What follows belongs to an exercise in optimizing a design on an open flow for small area and a short achievable clock period; a production flow would make more cautious choices. Function not checked in this run: the RTL went through the layout flow alone. No activity file was given, so power comes from the tool's default toggle rates.

File: design/flow/run.sh
#!/bin/bash
# synth_recipe.tcl (not shown) runs the flow's synth.tcl, then flattens the netlist and writes it again
# the make line also repeats each setting of config.mk as NAME=value (left out here)
make -C /OpenROAD-flow-scripts/flow DESIGN_CONFIG=/design/flow/config.mk WORK_HOME=/design/flow/orfs CLKGATE_MAP_FILE= SYNTH_SCRIPT=/design/flow/synth_recipe.tcl finish
File: design/flow/config.mk
export PLATFORM = sky130hd
export DESIGN_NAME = ArithmaticUnit
export DESIGN_NICKNAME = ArithmaticUnit
export VERILOG_FILES = /design/flow/design.v
export SDC_FILE = /design/flow/constraint.sdc
export NUM_CORES = 4
export LEC_CHECK = 0
export ABC_AREA = 1
export CAP_MARGIN = 20
export CORE_MARGIN = 2
export CORE_UTILIZATION = 60
export SETUP_SLACK_MARGIN = 2.5
export SLEW_MARGIN = 20
export SYNTH_HIERARCHICAL = 1
export SYNTH_MINIMUM_KEEP_SIZE = 0
File: design/flow/constraint.sdc
create_clock -name core_clock -period 8.0 [get_ports {clock_i}]
set_input_delay 1.6000 -clock core_clock [delete_from_list [all_inputs] [get_ports {clock_i}]]
set_output_delay 1.6000 -clock core_clock [all_outputs]
set_load 0.01 [all_outputs]
File: design/flow/design.v
`timescale 1ns / 1ps
`default_nettype none
module ArithmaticUnit(
		input wire clock_i, isWb_i, enable_i,
		input wire [4:0] wbAddress_i,
		input wire [6:0] opCode_i,
		input wire [15:0] pOperand_i, sOperand_i,
		output reg wbEnable_o,
		output reg [4:0] wbAddress_o,
		output reg [15:0] wbData_o,
		output reg [1:0] statusWriteback_o  
    );
	wire [15:0] P = pOperand_i;
	wire [15:0] S = sOperand_i;
	wire mul = opCode_i[1] & opCode_i[0];
	wire sub = opCode_i[1] & ~opCode_i[0];
	wire as  = opCode_i[1] ^ opCode_i[0];
	wire [15:0] sm;
	assign sm[0] = (mul & S[0]) | as;
	assign sm[15:1] = S[15:1] & {15{mul}};
	wire pp0_0 = P[0] & sm[0];
	wire pp0_1 = P[1] & sm[0];
	wire pp0_2 = P[2] & sm[0];
	wire pp0_3 = P[3] & sm[0];
	wire pp0_4 = P[4] & sm[0];
	wire pp0_5 = P[5] & sm[0];
	wire pp0_6 = P[6] & sm[0];
	wire pp0_7 = P[7] & sm[0];
	wire pp0_8 = P[8] & sm[0];
	wire pp0_9 = P[9] & sm[0];
	wire pp0_10 = P[10] & sm[0];
	wire pp0_11 = P[11] & sm[0];
	wire pp0_12 = P[12] & sm[0];
	wire pp0_13 = P[13] & sm[0];
	wire pp0_14 = P[14] & sm[0];
	wire pp0_15 = P[15] & sm[0];
	wire pp1_1 = (P[0] & sm[1]) | (as & (S[1] ^ sub));
	wire pp1_2 = (P[1] & sm[1]) | (as & (S[2] ^ sub));
	wire pp1_3 = (P[2] & sm[1]) | (as & (S[3] ^ sub));
	wire pp1_4 = (P[3] & sm[1]) | (as & (S[4] ^ sub));
	wire pp1_5 = (P[4] & sm[1]) | (as & (S[5] ^ sub));
	wire pp1_6 = (P[5] & sm[1]) | (as & (S[6] ^ sub));
	wire pp1_7 = (P[6] & sm[1]) | (as & (S[7] ^ sub));
	wire pp1_8 = (P[7] & sm[1]) | (as & (S[8] ^ sub));
	wire pp1_9 = (P[8] & sm[1]) | (as & (S[9] ^ sub));
	wire pp1_10 = (P[9] & sm[1]) | (as & (S[10] ^ sub));
	wire pp1_11 = (P[10] & sm[1]) | (as & (S[11] ^ sub));
	wire pp1_12 = (P[11] & sm[1]) | (as & (S[12] ^ sub));
	wire pp1_13 = (P[12] & sm[1]) | (as & (S[13] ^ sub));
	wire pp1_14 = (P[13] & sm[1]) | (as & (S[14] ^ sub));
	wire pp1_15 = (P[14] & sm[1]) | (as & (S[15] ^ sub));
	wire pp2_2 = P[0] & sm[2];
	wire pp2_3 = P[1] & sm[2];
	wire pp2_4 = P[2] & sm[2];
	wire pp2_5 = P[3] & sm[2];
	wire pp2_6 = P[4] & sm[2];
	wire pp2_7 = P[5] & sm[2];
	wire pp2_8 = P[6] & sm[2];
	wire pp2_9 = P[7] & sm[2];
	wire pp2_10 = P[8] & sm[2];
	wire pp2_11 = P[9] & sm[2];
	wire pp2_12 = P[10] & sm[2];
	wire pp2_13 = P[11] & sm[2];
	wire pp2_14 = P[12] & sm[2];
	wire pp2_15 = P[13] & sm[2];
	wire pp3_3 = P[0] & sm[3];
	wire pp3_4 = P[1] & sm[3];
	wire pp3_5 = P[2] & sm[3];
	wire pp3_6 = P[3] & sm[3];
	wire pp3_7 = P[4] & sm[3];
	wire pp3_8 = P[5] & sm[3];
	wire pp3_9 = P[6] & sm[3];
	wire pp3_10 = P[7] & sm[3];
	wire pp3_11 = P[8] & sm[3];
	wire pp3_12 = P[9] & sm[3];
	wire pp3_13 = P[10] & sm[3];
	wire pp3_14 = P[11] & sm[3];
	wire pp3_15 = P[12] & sm[3];
	wire pp4_4 = P[0] & sm[4];
	wire pp4_5 = P[1] & sm[4];
	wire pp4_6 = P[2] & sm[4];
	wire pp4_7 = P[3] & sm[4];
	wire pp4_8 = P[4] & sm[4];
	wire pp4_9 = P[5] & sm[4];
	wire pp4_10 = P[6] & sm[4];
	wire pp4_11 = P[7] & sm[4];
	wire pp4_12 = P[8] & sm[4];
	wire pp4_13 = P[9] & sm[4];
	wire pp4_14 = P[10] & sm[4];
	wire pp4_15 = P[11] & sm[4];
	wire pp5_5 = P[0] & sm[5];
	wire pp5_6 = P[1] & sm[5];
	wire pp5_7 = P[2] & sm[5];
	wire pp5_8 = P[3] & sm[5];
	wire pp5_9 = P[4] & sm[5];
	wire pp5_10 = P[5] & sm[5];
	wire pp5_11 = P[6] & sm[5];
	wire pp5_12 = P[7] & sm[5];
	wire pp5_13 = P[8] & sm[5];
	wire pp5_14 = P[9] & sm[5];
	wire pp5_15 = P[10] & sm[5];
	wire pp6_6 = P[0] & sm[6];
	wire pp6_7 = P[1] & sm[6];
	wire pp6_8 = P[2] & sm[6];
	wire pp6_9 = P[3] & sm[6];
	wire pp6_10 = P[4] & sm[6];
	wire pp6_11 = P[5] & sm[6];
	wire pp6_12 = P[6] & sm[6];
	wire pp6_13 = P[7] & sm[6];
	wire pp6_14 = P[8] & sm[6];
	wire pp6_15 = P[9] & sm[6];
	wire pp7_7 = P[0] & sm[7];
	wire pp7_8 = P[1] & sm[7];
	wire pp7_9 = P[2] & sm[7];
	wire pp7_10 = P[3] & sm[7];
	wire pp7_11 = P[4] & sm[7];
	wire pp7_12 = P[5] & sm[7];
	wire pp7_13 = P[6] & sm[7];
	wire pp7_14 = P[7] & sm[7];
	wire pp7_15 = P[8] & sm[7];
	wire pp8_8 = P[0] & sm[8];
	wire pp8_9 = P[1] & sm[8];
	wire pp8_10 = P[2] & sm[8];
	wire pp8_11 = P[3] & sm[8];
	wire pp8_12 = P[4] & sm[8];
	wire pp8_13 = P[5] & sm[8];
	wire pp8_14 = P[6] & sm[8];
	wire pp8_15 = P[7] & sm[8];
	wire pp9_9 = P[0] & sm[9];
	wire pp9_10 = P[1] & sm[9];
	wire pp9_11 = P[2] & sm[9];
	wire pp9_12 = P[3] & sm[9];
	wire pp9_13 = P[4] & sm[9];
	wire pp9_14 = P[5] & sm[9];
	wire pp9_15 = P[6] & sm[9];
	wire pp10_10 = P[0] & sm[10];
	wire pp10_11 = P[1] & sm[10];
	wire pp10_12 = P[2] & sm[10];
	wire pp10_13 = P[3] & sm[10];
	wire pp10_14 = P[4] & sm[10];
	wire pp10_15 = P[5] & sm[10];
	wire pp11_11 = P[0] & sm[11];
	wire pp11_12 = P[1] & sm[11];
	wire pp11_13 = P[2] & sm[11];
	wire pp11_14 = P[3] & sm[11];
	wire pp11_15 = P[4] & sm[11];
	wire pp12_12 = P[0] & sm[12];
	wire pp12_13 = P[1] & sm[12];
	wire pp12_14 = P[2] & sm[12];
	wire pp12_15 = P[3] & sm[12];
	wire pp13_13 = P[0] & sm[13];
	wire pp13_14 = P[1] & sm[13];
	wire pp13_15 = P[2] & sm[13];
	wire pp14_14 = P[0] & sm[14];
	wire pp14_15 = P[1] & sm[14];
	wire pp15_15 = P[0] & sm[15];
	wire xs0 = as & (S[0] ^ sub);
	wire cin = sub;
	wire hs0, hc0;
	pa_ha u_hs0 (.a(pp0_13), .b(pp10_13), .s(hs0), .co(hc0));
	wire fs0, fc0;
	pa_fa u_fs0 (.a(pp0_14), .b(pp10_14), .c(pp11_14), .s(fs0), .co(fc0));
	wire hs1, hc1;
	pa_ha u_hs1 (.a(pp12_14), .b(pp13_14), .s(hs1), .co(hc1));
	wire fs1, fc1;
	pa_fa u_fs1 (.a(pp0_15), .b(pp10_15), .c(pp11_15), .s(fs1), .co(fc1));
	wire fs2, fc2;
	pa_fa u_fs2 (.a(pp12_15), .b(pp13_15), .c(pp14_15), .s(fs2), .co(fc2));
	wire hs2, hc2;
	pa_ha u_hs2 (.a(pp15_15), .b(pp2_15), .s(hs2), .co(hc2));
	wire hs3, hc3;
	pa_ha u_hs3 (.a(pp0_9), .b(pp2_9), .s(hs3), .co(hc3));
	wire fs3, fc3;
	pa_fa u_fs3 (.a(pp0_10), .b(pp10_10), .c(pp2_10), .s(fs3), .co(fc3));
	wire hs4, hc4;
	pa_ha u_hs4 (.a(pp3_10), .b(pp4_10), .s(hs4), .co(hc4));
	wire fs4, fc4;
	pa_fa u_fs4 (.a(pp0_11), .b(pp10_11), .c(pp11_11), .s(fs4), .co(fc4));
	wire fs5, fc5;
	pa_fa u_fs5 (.a(pp2_11), .b(pp3_11), .c(pp4_11), .s(fs5), .co(fc5));
	wire hs5, hc5;
	pa_ha u_hs5 (.a(pp5_11), .b(pp6_11), .s(hs5), .co(hc5));
	wire fs6, fc6;
	pa_fa u_fs6 (.a(pp0_12), .b(pp10_12), .c(pp11_12), .s(fs6), .co(fc6));
	wire fs7, fc7;
	pa_fa u_fs7 (.a(pp12_12), .b(pp2_12), .c(pp3_12), .s(fs7), .co(fc7));
	wire fs8, fc8;
	pa_fa u_fs8 (.a(pp4_12), .b(pp5_12), .c(pp6_12), .s(fs8), .co(fc8));
	wire hs6, hc6;
	pa_ha u_hs6 (.a(pp7_12), .b(pp8_12), .s(hs6), .co(hc6));
	wire fs9, fc9;
	pa_fa u_fs9 (.a(pp11_13), .b(pp12_13), .c(pp13_13), .s(fs9), .co(fc9));
	wire fs10, fc10;
	pa_fa u_fs10 (.a(pp2_13), .b(pp3_13), .c(pp4_13), .s(fs10), .co(fc10));
	wire fs11, fc11;
	pa_fa u_fs11 (.a(pp5_13), .b(pp6_13), .c(pp7_13), .s(fs11), .co(fc11));
	wire fs12, fc12;
	pa_fa u_fs12 (.a(pp8_13), .b(pp9_13), .c(pp1_13), .s(fs12), .co(fc12));
	wire fs13, fc13;
	pa_fa u_fs13 (.a(pp14_14), .b(pp2_14), .c(pp3_14), .s(fs13), .co(fc13));
	wire fs14, fc14;
	pa_fa u_fs14 (.a(pp4_14), .b(pp5_14), .c(pp6_14), .s(fs14), .co(fc14));
	wire fs15, fc15;
	pa_fa u_fs15 (.a(pp7_14), .b(pp8_14), .c(pp9_14), .s(fs15), .co(fc15));
	wire fs16, fc16;
	pa_fa u_fs16 (.a(pp1_14), .b(hc0), .c(hs1), .s(fs16), .co(fc16));
	wire fs17, fc17;
	pa_fa u_fs17 (.a(pp3_15), .b(pp4_15), .c(pp5_15), .s(fs17), .co(fc17));
	wire fs18, fc18;
	pa_fa u_fs18 (.a(pp6_15), .b(pp7_15), .c(pp8_15), .s(fs18), .co(fc18));
	wire fs19, fc19;
	pa_fa u_fs19 (.a(pp9_15), .b(pp1_15), .c(hc1), .s(fs19), .co(fc19));
	wire fs20, fc20;
	pa_fa u_fs20 (.a(hs2), .b(fc0), .c(fs1), .s(fs20), .co(fc20));
	wire hs7, hc7;
	pa_ha u_hs7 (.a(pp0_6), .b(pp2_6), .s(hs7), .co(hc7));
	wire fs21, fc21;
	pa_fa u_fs21 (.a(pp0_7), .b(pp2_7), .c(pp3_7), .s(fs21), .co(fc21));
	wire hs8, hc8;
	pa_ha u_hs8 (.a(pp4_7), .b(pp5_7), .s(hs8), .co(hc8));
	wire fs22, fc22;
	pa_fa u_fs22 (.a(pp0_8), .b(pp2_8), .c(pp3_8), .s(fs22), .co(fc22));
	wire fs23, fc23;
	pa_fa u_fs23 (.a(pp4_8), .b(pp5_8), .c(pp6_8), .s(fs23), .co(fc23));
	wire hs9, hc9;
	pa_ha u_hs9 (.a(pp7_8), .b(pp8_8), .s(hs9), .co(hc9));
	wire fs24, fc24;
	pa_fa u_fs24 (.a(pp3_9), .b(pp4_9), .c(pp5_9), .s(fs24), .co(fc24));
	wire fs25, fc25;
	pa_fa u_fs25 (.a(pp6_9), .b(pp7_9), .c(pp8_9), .s(fs25), .co(fc25));
	wire fs26, fc26;
	pa_fa u_fs26 (.a(pp9_9), .b(pp1_9), .c(hs3), .s(fs26), .co(fc26));
	wire fs27, fc27;
	pa_fa u_fs27 (.a(pp5_10), .b(pp6_10), .c(pp7_10), .s(fs27), .co(fc27));
	wire fs28, fc28;
	pa_fa u_fs28 (.a(pp8_10), .b(pp9_10), .c(pp1_10), .s(fs28), .co(fc28));
	wire fs29, fc29;
	pa_fa u_fs29 (.a(hc3), .b(hs4), .c(fs3), .s(fs29), .co(fc29));
	wire fs30, fc30;
	pa_fa u_fs30 (.a(pp7_11), .b(pp8_11), .c(pp9_11), .s(fs30), .co(fc30));
	wire fs31, fc31;
	pa_fa u_fs31 (.a(pp1_11), .b(hc4), .c(hs5), .s(fs31), .co(fc31));
	wire fs32, fc32;
	pa_fa u_fs32 (.a(fc3), .b(fs4), .c(fs5), .s(fs32), .co(fc32));
	wire fs33, fc33;
	pa_fa u_fs33 (.a(pp9_12), .b(pp1_12), .c(hc5), .s(fs33), .co(fc33));
	wire fs34, fc34;
	pa_fa u_fs34 (.a(hs6), .b(fc4), .c(fc5), .s(fs34), .co(fc34));
	wire fs35, fc35;
	pa_fa u_fs35 (.a(fs6), .b(fs7), .c(fs8), .s(fs35), .co(fc35));
	wire fs36, fc36;
	pa_fa u_fs36 (.a(hc6), .b(hs0), .c(fc6), .s(fs36), .co(fc36));
	wire fs37, fc37;
	pa_fa u_fs37 (.a(fc7), .b(fc8), .c(fs10), .s(fs37), .co(fc37));
	wire fs38, fc38;
	pa_fa u_fs38 (.a(fs11), .b(fs9), .c(fs12), .s(fs38), .co(fc38));
	wire fs39, fc39;
	pa_fa u_fs39 (.a(fc10), .b(fc11), .c(fc9), .s(fs39), .co(fc39));
	wire fs40, fc40;
	pa_fa u_fs40 (.a(fs0), .b(fs13), .c(fs14), .s(fs40), .co(fc40));
	wire fs41, fc41;
	pa_fa u_fs41 (.a(fs15), .b(fc12), .c(fs16), .s(fs41), .co(fc41));
	wire fs42, fc42;
	pa_fa u_fs42 (.a(fc13), .b(fc14), .c(fc15), .s(fs42), .co(fc42));
	wire fs43, fc43;
	pa_fa u_fs43 (.a(fs17), .b(fs18), .c(fs2), .s(fs43), .co(fc43));
	wire fs44, fc44;
	pa_fa u_fs44 (.a(fc16), .b(fs19), .c(fs20), .s(fs44), .co(fc44));
	wire hs10, hc10;
	pa_ha u_hs10 (.a(pp0_4), .b(pp2_4), .s(hs10), .co(hc10));
	wire fs45, fc45;
	pa_fa u_fs45 (.a(pp0_5), .b(pp2_5), .c(pp3_5), .s(fs45), .co(fc45));
	wire hs11, hc11;
	pa_ha u_hs11 (.a(pp4_5), .b(pp5_5), .s(hs11), .co(hc11));
	wire fs46, fc46;
	pa_fa u_fs46 (.a(pp3_6), .b(pp4_6), .c(pp5_6), .s(fs46), .co(fc46));
	wire fs47, fc47;
	pa_fa u_fs47 (.a(pp6_6), .b(pp1_6), .c(hs7), .s(fs47), .co(fc47));
	wire fs48, fc48;
	pa_fa u_fs48 (.a(pp6_7), .b(pp7_7), .c(pp1_7), .s(fs48), .co(fc48));
	wire fs49, fc49;
	pa_fa u_fs49 (.a(hc7), .b(hs8), .c(fs21), .s(fs49), .co(fc49));
	wire fs50, fc50;
	pa_fa u_fs50 (.a(pp1_8), .b(hc8), .c(hs9), .s(fs50), .co(fc50));
	wire fs51, fc51;
	pa_fa u_fs51 (.a(fc21), .b(fs22), .c(fs23), .s(fs51), .co(fc51));
	wire fs52, fc52;
	pa_fa u_fs52 (.a(hc9), .b(fc22), .c(fc23), .s(fs52), .co(fc52));
	wire fs53, fc53;
	pa_fa u_fs53 (.a(fs24), .b(fs25), .c(fs26), .s(fs53), .co(fc53));
	wire fs54, fc54;
	pa_fa u_fs54 (.a(fc24), .b(fc25), .c(fs27), .s(fs54), .co(fc54));
	wire fs55, fc55;
	pa_fa u_fs55 (.a(fs28), .b(fc26), .c(fs29), .s(fs55), .co(fc55));
	wire fs56, fc56;
	pa_fa u_fs56 (.a(fc27), .b(fs30), .c(fc28), .s(fs56), .co(fc56));
	wire fs57, fc57;
	pa_fa u_fs57 (.a(fs31), .b(fc29), .c(fs32), .s(fs57), .co(fc57));
	wire fs58, fc58;
	pa_fa u_fs58 (.a(fc30), .b(fc31), .c(fs33), .s(fs58), .co(fc58));
	wire fs59, fc59;
	pa_fa u_fs59 (.a(fc32), .b(fs34), .c(fs35), .s(fs59), .co(fc59));
	wire fs60, fc60;
	pa_fa u_fs60 (.a(fc33), .b(fc34), .c(fc35), .s(fs60), .co(fc60));
	wire fs61, fc61;
	pa_fa u_fs61 (.a(fs36), .b(fs37), .c(fs38), .s(fs61), .co(fc61));
	wire fs62, fc62;
	pa_fa u_fs62 (.a(fc36), .b(fc37), .c(fs39), .s(fs62), .co(fc62));
	wire fs63, fc63;
	pa_fa u_fs63 (.a(fs40), .b(fc38), .c(fs41), .s(fs63), .co(fc63));
	wire fs64, fc64;
	pa_fa u_fs64 (.a(fc39), .b(fc40), .c(fs42), .s(fs64), .co(fc64));
	wire fs65, fc65;
	pa_fa u_fs65 (.a(fs43), .b(fc41), .c(fs44), .s(fs65), .co(fc65));
	wire hs12, hc12;
	pa_ha u_hs12 (.a(pp0_3), .b(pp2_3), .s(hs12), .co(hc12));
	wire fs66, fc66;
	pa_fa u_fs66 (.a(pp3_4), .b(pp4_4), .c(pp1_4), .s(fs66), .co(fc66));
	wire fs67, fc67;
	pa_fa u_fs67 (.a(pp1_5), .b(hc10), .c(hs11), .s(fs67), .co(fc67));
	wire fs68, fc68;
	pa_fa u_fs68 (.a(hc11), .b(fc45), .c(fs46), .s(fs68), .co(fc68));
	wire fs69, fc69;
	pa_fa u_fs69 (.a(fc46), .b(fs48), .c(fc47), .s(fs69), .co(fc69));
	wire fs70, fc70;
	pa_fa u_fs70 (.a(fc48), .b(fs50), .c(fc49), .s(fs70), .co(fc70));
	wire fs71, fc71;
	pa_fa u_fs71 (.a(fc50), .b(fc51), .c(fs52), .s(fs71), .co(fc71));
	wire fs72, fc72;
	pa_fa u_fs72 (.a(fc52), .b(fs54), .c(fc53), .s(fs72), .co(fc72));
	wire fs73, fc73;
	pa_fa u_fs73 (.a(fc54), .b(fs56), .c(fc55), .s(fs73), .co(fc73));
	wire fs74, fc74;
	pa_fa u_fs74 (.a(fc56), .b(fs58), .c(fc57), .s(fs74), .co(fc74));
	wire fs75, fc75;
	pa_fa u_fs75 (.a(fc58), .b(fc59), .c(fs60), .s(fs75), .co(fc75));
	wire fs76, fc76;
	pa_fa u_fs76 (.a(fc60), .b(fs62), .c(fc61), .s(fs76), .co(fc76));
	wire fs77, fc77;
	pa_fa u_fs77 (.a(fc62), .b(fs64), .c(fc63), .s(fs77), .co(fc77));
	wire hs13, hc13;
	pa_ha u_hs13 (.a(cin), .b(pp0_0), .s(hs13), .co(hc13));
	wire hs14, hc14;
	pa_ha u_hs14 (.a(pp0_1), .b(pp1_1), .s(hs14), .co(hc14));
	wire fs78, fc78;
	pa_fa u_fs78 (.a(pp0_2), .b(pp2_2), .c(pp1_2), .s(fs78), .co(fc78));
	wire fs79, fc79;
	pa_fa u_fs79 (.a(pp3_3), .b(pp1_3), .c(hs12), .s(fs79), .co(fc79));
	wire fs80, fc80;
	pa_fa u_fs80 (.a(hc12), .b(hs10), .c(fs66), .s(fs80), .co(fc80));
	wire fs81, fc81;
	pa_fa u_fs81 (.a(fs45), .b(fc66), .c(fs67), .s(fs81), .co(fc81));
	wire fs82, fc82;
	pa_fa u_fs82 (.a(fc67), .b(fs47), .c(fs68), .s(fs82), .co(fc82));
	wire fs83, fc83;
	pa_fa u_fs83 (.a(fc68), .b(fs49), .c(fs69), .s(fs83), .co(fc83));
	wire fs84, fc84;
	pa_fa u_fs84 (.a(fs51), .b(fc69), .c(fs70), .s(fs84), .co(fc84));
	wire fs85, fc85;
	pa_fa u_fs85 (.a(fs53), .b(fc70), .c(fs71), .s(fs85), .co(fc85));
	wire fs86, fc86;
	pa_fa u_fs86 (.a(fc71), .b(fs55), .c(fs72), .s(fs86), .co(fc86));
	wire fs87, fc87;
	pa_fa u_fs87 (.a(fs57), .b(fc72), .c(fs73), .s(fs87), .co(fc87));
	wire fs88, fc88;
	pa_fa u_fs88 (.a(fs59), .b(fc73), .c(fs74), .s(fs88), .co(fc88));
	wire fs89, fc89;
	pa_fa u_fs89 (.a(fs61), .b(fc74), .c(fs75), .s(fs89), .co(fc89));
	wire fs90, fc90;
	pa_fa u_fs90 (.a(fs63), .b(fc75), .c(fs76), .s(fs90), .co(fc90));
	wire fs91, fc91;
	pa_fa u_fs91 (.a(fs65), .b(fc76), .c(fs77), .s(fs91), .co(fc91));
	wire [15:0] ra = {fc90, fc89, fc88, fc87, fc86, fc85, fc84, fc83, fc82, fc81, fc80, fc79, fc78, hc14, hc13, hs13};
	wire [15:0] rb = {fs91, fs90, fs89, fs88, fs87, fs86, fs85, fs84, fs83, fs82, fs81, fs80, fs79, fs78, hs14, xs0};
	wire [16:0] sum = ra + rb;
	wire cout = sum[16] | fc1 | fc2 | hc2 | fc17 | fc18 | fc19 | fc20 | fc42 | fc43 | fc44 | fc64 | fc65 | fc77 | fc91;
	wire arith = ~|opCode_i[6:2];
	always @(posedge clock_i)
	begin
		if (enable_i)
		begin
			wbEnable_o <= isWb_i & |opCode_i;
			wbAddress_o <= wbAddress_i;
			if (arith) wbData_o <= sum[15:0];
			if (arith & as) statusWriteback_o <= {~opCode_i[1] & cout, opCode_i[1] & ~cout};
		end
	end
endmodule
module pa_fa(input wire a, b, c, output wire s, co);
	assign s = a ^ b ^ c;
	assign co = (a & b) | (a & c) | (b & c);
endmodule
module pa_ha(input wire a, b, output wire s, co);
	assign s = a ^ b;
	assign co = a & b;
endmodule
==> results.json <==
{
  "combinationalPowerShare": 0.774,
  "vias": 4402,
  "die_h_um": 91.96,
  "tightest_slew_ns": 0.3563,
  "drtIter0Drc": 438,
  "power_per_cell_area_nw_per_um2": 191.1,
  "grt_setup_unrepaired": "yes",
  "clkTransAtPathRegs_ns": 0.08,
  "initial_core_util": 0.6102,
  "synth_seq_cells": 24,
  "wire_per_inst_um": 20.82,
  "hold_viol": 0,
  "syn_inst": 508,
  "grt_pass1_vias": 4489,
  "timing.critical_path.from": "pOperand_i[5]",
  "critPathKind": "input port to register",
  "muxShareOfSynthArea": 0,
  "status": "finished clean",
  "power_frac_clock": 0.087,
  "synth_top_family_by_area": "adder cells",
  "hold_start": "opCode_i[1]",
  "antenna_left": 0,
  "grt_usage": 0.3428,
  "maxSlewHeadroom": 0.7625,
  "cp-start-kind": "input port",
  "critPathRequiredTime_ns": 8.04,
  "power_switching_w": 0.0005779,
  "synth_edf_count": 24,
  "ir_drop_uv": 133.4,
  "yosys_warnings": 7,
  "fp.dieArea_um2": 8456,
  "multi_input_comb_area_um2": 4170,
  "min_path_type": "input port to register",
  "netlist_area_um2": 4642,
  "place_hpwl_um": 9872,
  "die_w_um": 91.96,
  "setup_viol": 0,
  "rows": 32,
  "syn2layout_area_growth_pct": 38.17,
  "routed_wl_um": 14970,
  "nFillCells": 409,
  "endpoint_kind": "register",
  "yosysSeqAreaShare": 0.1553,
  "drive_above_1_share": 0.2464,
  "crit_fanout": 4,
  "fmax_mhz": 173.2,
  "min_period_over_period": 0.7217,
  "drc": 0,
  "clock_path_buffers": 2,
  "yosys.area_share.simple": 0.2092,
  "first_pass_iters": 5,
  "synthAdderAreaFrac": 0.4927,
  "synth_cell_types": 29,
  "antenna_cells": 0,
  "place_congestion": 0.9636,
  "maxCapViolCount": 0,
  "cts_root_buffer": "clkbuf_8",
  "regArea_um2": 720.7,
  "antenna_found_initial": 0,
  "grt_pass1_wl_um": 22110,
  "synth_fp_nets": 682,
  "yosys-top-cells-area": "fa_1 (40%), edfxtp_1 (16%), nor2_1 (12%), ha_1 (9.2%), nand2_1 (5.5%)",
  "io_buffers": 70,
  "core_um2": 7607,
  "p_int_w": 0.0006475,
  "grt_overflow": 0,
  "cts_tree": "done",
  "total_leakage_power_nw": 3.026,
  "slew_violations": 0,
  "crit_arrival_ns": 5.81,
  "netlist.top_cell.by_area": "fa_1",
  "synth_top_area_share": 0.4011,
  "async_flop_share": 0,
  "viasPerCell": 6.122,
  "grt_max_degree": 18,
  "min_period_ns": 5.773,
  "seqPwrFrac": 0.139,
  "swShare": 0.4716,
  "synth_compound_area_frac": 0.04906,
  "tritoncts.num_buffers": 3,
  "syn_avg_cell_area_um2": 9.138,
  "setup_tns_ns": 0,
  "cts.sinks": 24,
  "synth-main-ff-cell": "edfxtp_1",
  "htree_levels": 1,
  "nets": 792,
  "whs_ns": 1.694,
  "io_pins": 71,
  "synth_xor_area_frac": 0.04717
}
-- cells by family (layout without fill, tap and decap cells) --
kind of cell / after synthesis / in the layout
AND/OR/NAND/NOR: 240 / 240
adder cells (fa/ha/maj): 127 / 127
buffers and inverters: 55 / 164
AO/OA/AOI/OAI: 37 / 37
XOR/XNOR: 25 / 25
flip-flops: 24 / 24
-- what timing repair did --
item / CTS / global route
resized for setup: 86 / 37
setup buffers: 33 / 16
cloned: 0 / 1
pin swaps: 30 / 28
hold endpoints to repair: 0 / 0
setup endpoints to repair: 11 / 8
hold buffers: 0 / 0
-- per-layer routing --
layer	GRT usage	wire length, µm	up-vias	part of all wire
met5	0	0	-	0
met4	0.1567	1009	0	0.067
met3	0.04026	1274	107	0.085
met2	0.6219	7542	351	0.50
met1	0.4075	5144	2110	0.34
li1	-	-	1834	-
-- modules after synthesis, one instance, submodules excluded --
module,flip-flops and latches,cells,copies in the design
pa_fa,0,1,92
pa_ha,0,1,15
ArithmaticUnit,24,401,1
-- layout by cell type (no fill, tap or decap), types with 4 or more instances in the layout --
cell,n
nand2_2,9
nand3_1,10
a21oi_4,4
buf_4,42
buf_6,8
inv_2,4
clkdlybuf4s50_1,58
inv_1,23
clkinvlp_4,6
xor2_1,9
xnor2_1,16
nand2_8,5
a21oi_2,4
a21oi_1,7
ha_1,24
nor2_1,123
dlygate4sd2_1,7
fa_2,8
fa_1,85
nand2_4,8
nand2_1,52
ha_4,10
nor2_4,10
nor2_2,13
edfxtp_1,24
o22ai_1,14
-- layout make-up --
| cell class | instances | area share |
|---|---|---|
| repair inverters | 1 | 0.0007803 |
| repair buffers | 121 | 0.1777 |
| inverters | 38 | 0.02790 |
| well taps | 102 | 0.01990 |
| clock buffers | 3 | 0.006438 |
| clock inverters | 1 | 0.004682 |
| multi-input cells | 429 | 0.6502 |
| flip-flops and latches | 24 | 0.1124 |
-- through the flow --
step	setup slack (ns)	instance area (µm²)	util	power, W	std cells
final	2.227	6414	0.8431	0.001225	719
after global routing	2.171	6414	0.8431	0.001287	719
after CTS	2.331	6125	0.8051	0.001105	702
after detailed placement	1.201	5543	0.7286	0.0008704	665
after global placement	1.241	5543	0.7286	0.0008558	665
after floorplan	2.355	4832	-	0.0006999	508
-- power by group through the flow --
stage	Clock [W]	Combinational, W	Sequential [W]
final	0.000107	0.000948	0.000170
after global routing	0.000109	0.00101	0.000171
after CTS	0.000105	0.000829	0.000170
after detailed placement	0	0.000697	0.000173
after global placement	0	0.000682	0.000173
after floorplan	0	0.000524	0.000176
-- worst paths after layout --
| check | slack, ns | to | cells past startpoint |
|---|---|---|---|
| hold / removal | 1.69 | statusWriteback_o[0] | 3 |
| setup / recovery | 2.23 | statusWriteback_o[0] | 15 |
-- Yosys cell counts, drive strengths merged (6+ instances only) --
library cell    n
o22ai          15
nand3          13
nor2          146
ha             34
edfxtp         24
nand2          74
o21ai           6
xnor2          16
clkbuf         11
fa             93
xor2            9
inv            35
buf             6
a21oi          15
-- state kept, by name, summed over array words and instances (netlist names) --
register           count
wbData_o              16
wbAddress_o            5
statusWriteback_o      2
wbEnable_o             1
-- worst max-delay path, stage by stage --
cell and delay (ns):
clkdlybuf4s50_1 0.51, clkinvlp_4 0.17, buf_4 0.19, nor2_1 0.17
fa_1 0.48, fa_1 0.52, fa_1 0.43, fa_1 0.50
fa_1 0.54, ha_4 0.33, nand2_1 0.10, nand2_1 0.12
nor2_4 0.05, nand2_1 0.06, nor2_1 0.04

[afterwards: timing with drivers on the ports]
In the flow no input, the clock included, has a driving cell. The finished layout below was timed again as built, in two steps. Step 1 sets driving cells, clkbuf_16 on the clock port and buf_2 on the other inputs (assumed; they add their load-dependent delay and slew). Step 2 times the ports against the registers' clock, not the clock port: input delays grow and output delays shrink by t, the midpoint of the rising clock arrivals with the driver on. Slacks: ideal ports / drivers / drivers and shift; pairs: ideal ports / drivers.
t (ns): 0.299
setup WS [ns]: 2.227 / 2.226 / 1.926
hold WS [ns]: 1.694 / 1.723 / 2.023
worst setup path at the end: input to register
worst slew at a driven data input, ns: 0.06
After both steps setup and hold are still met in this run. The setup slack of this run moves by -0.001 ns with the drivers and by -0.301 ns with both steps.
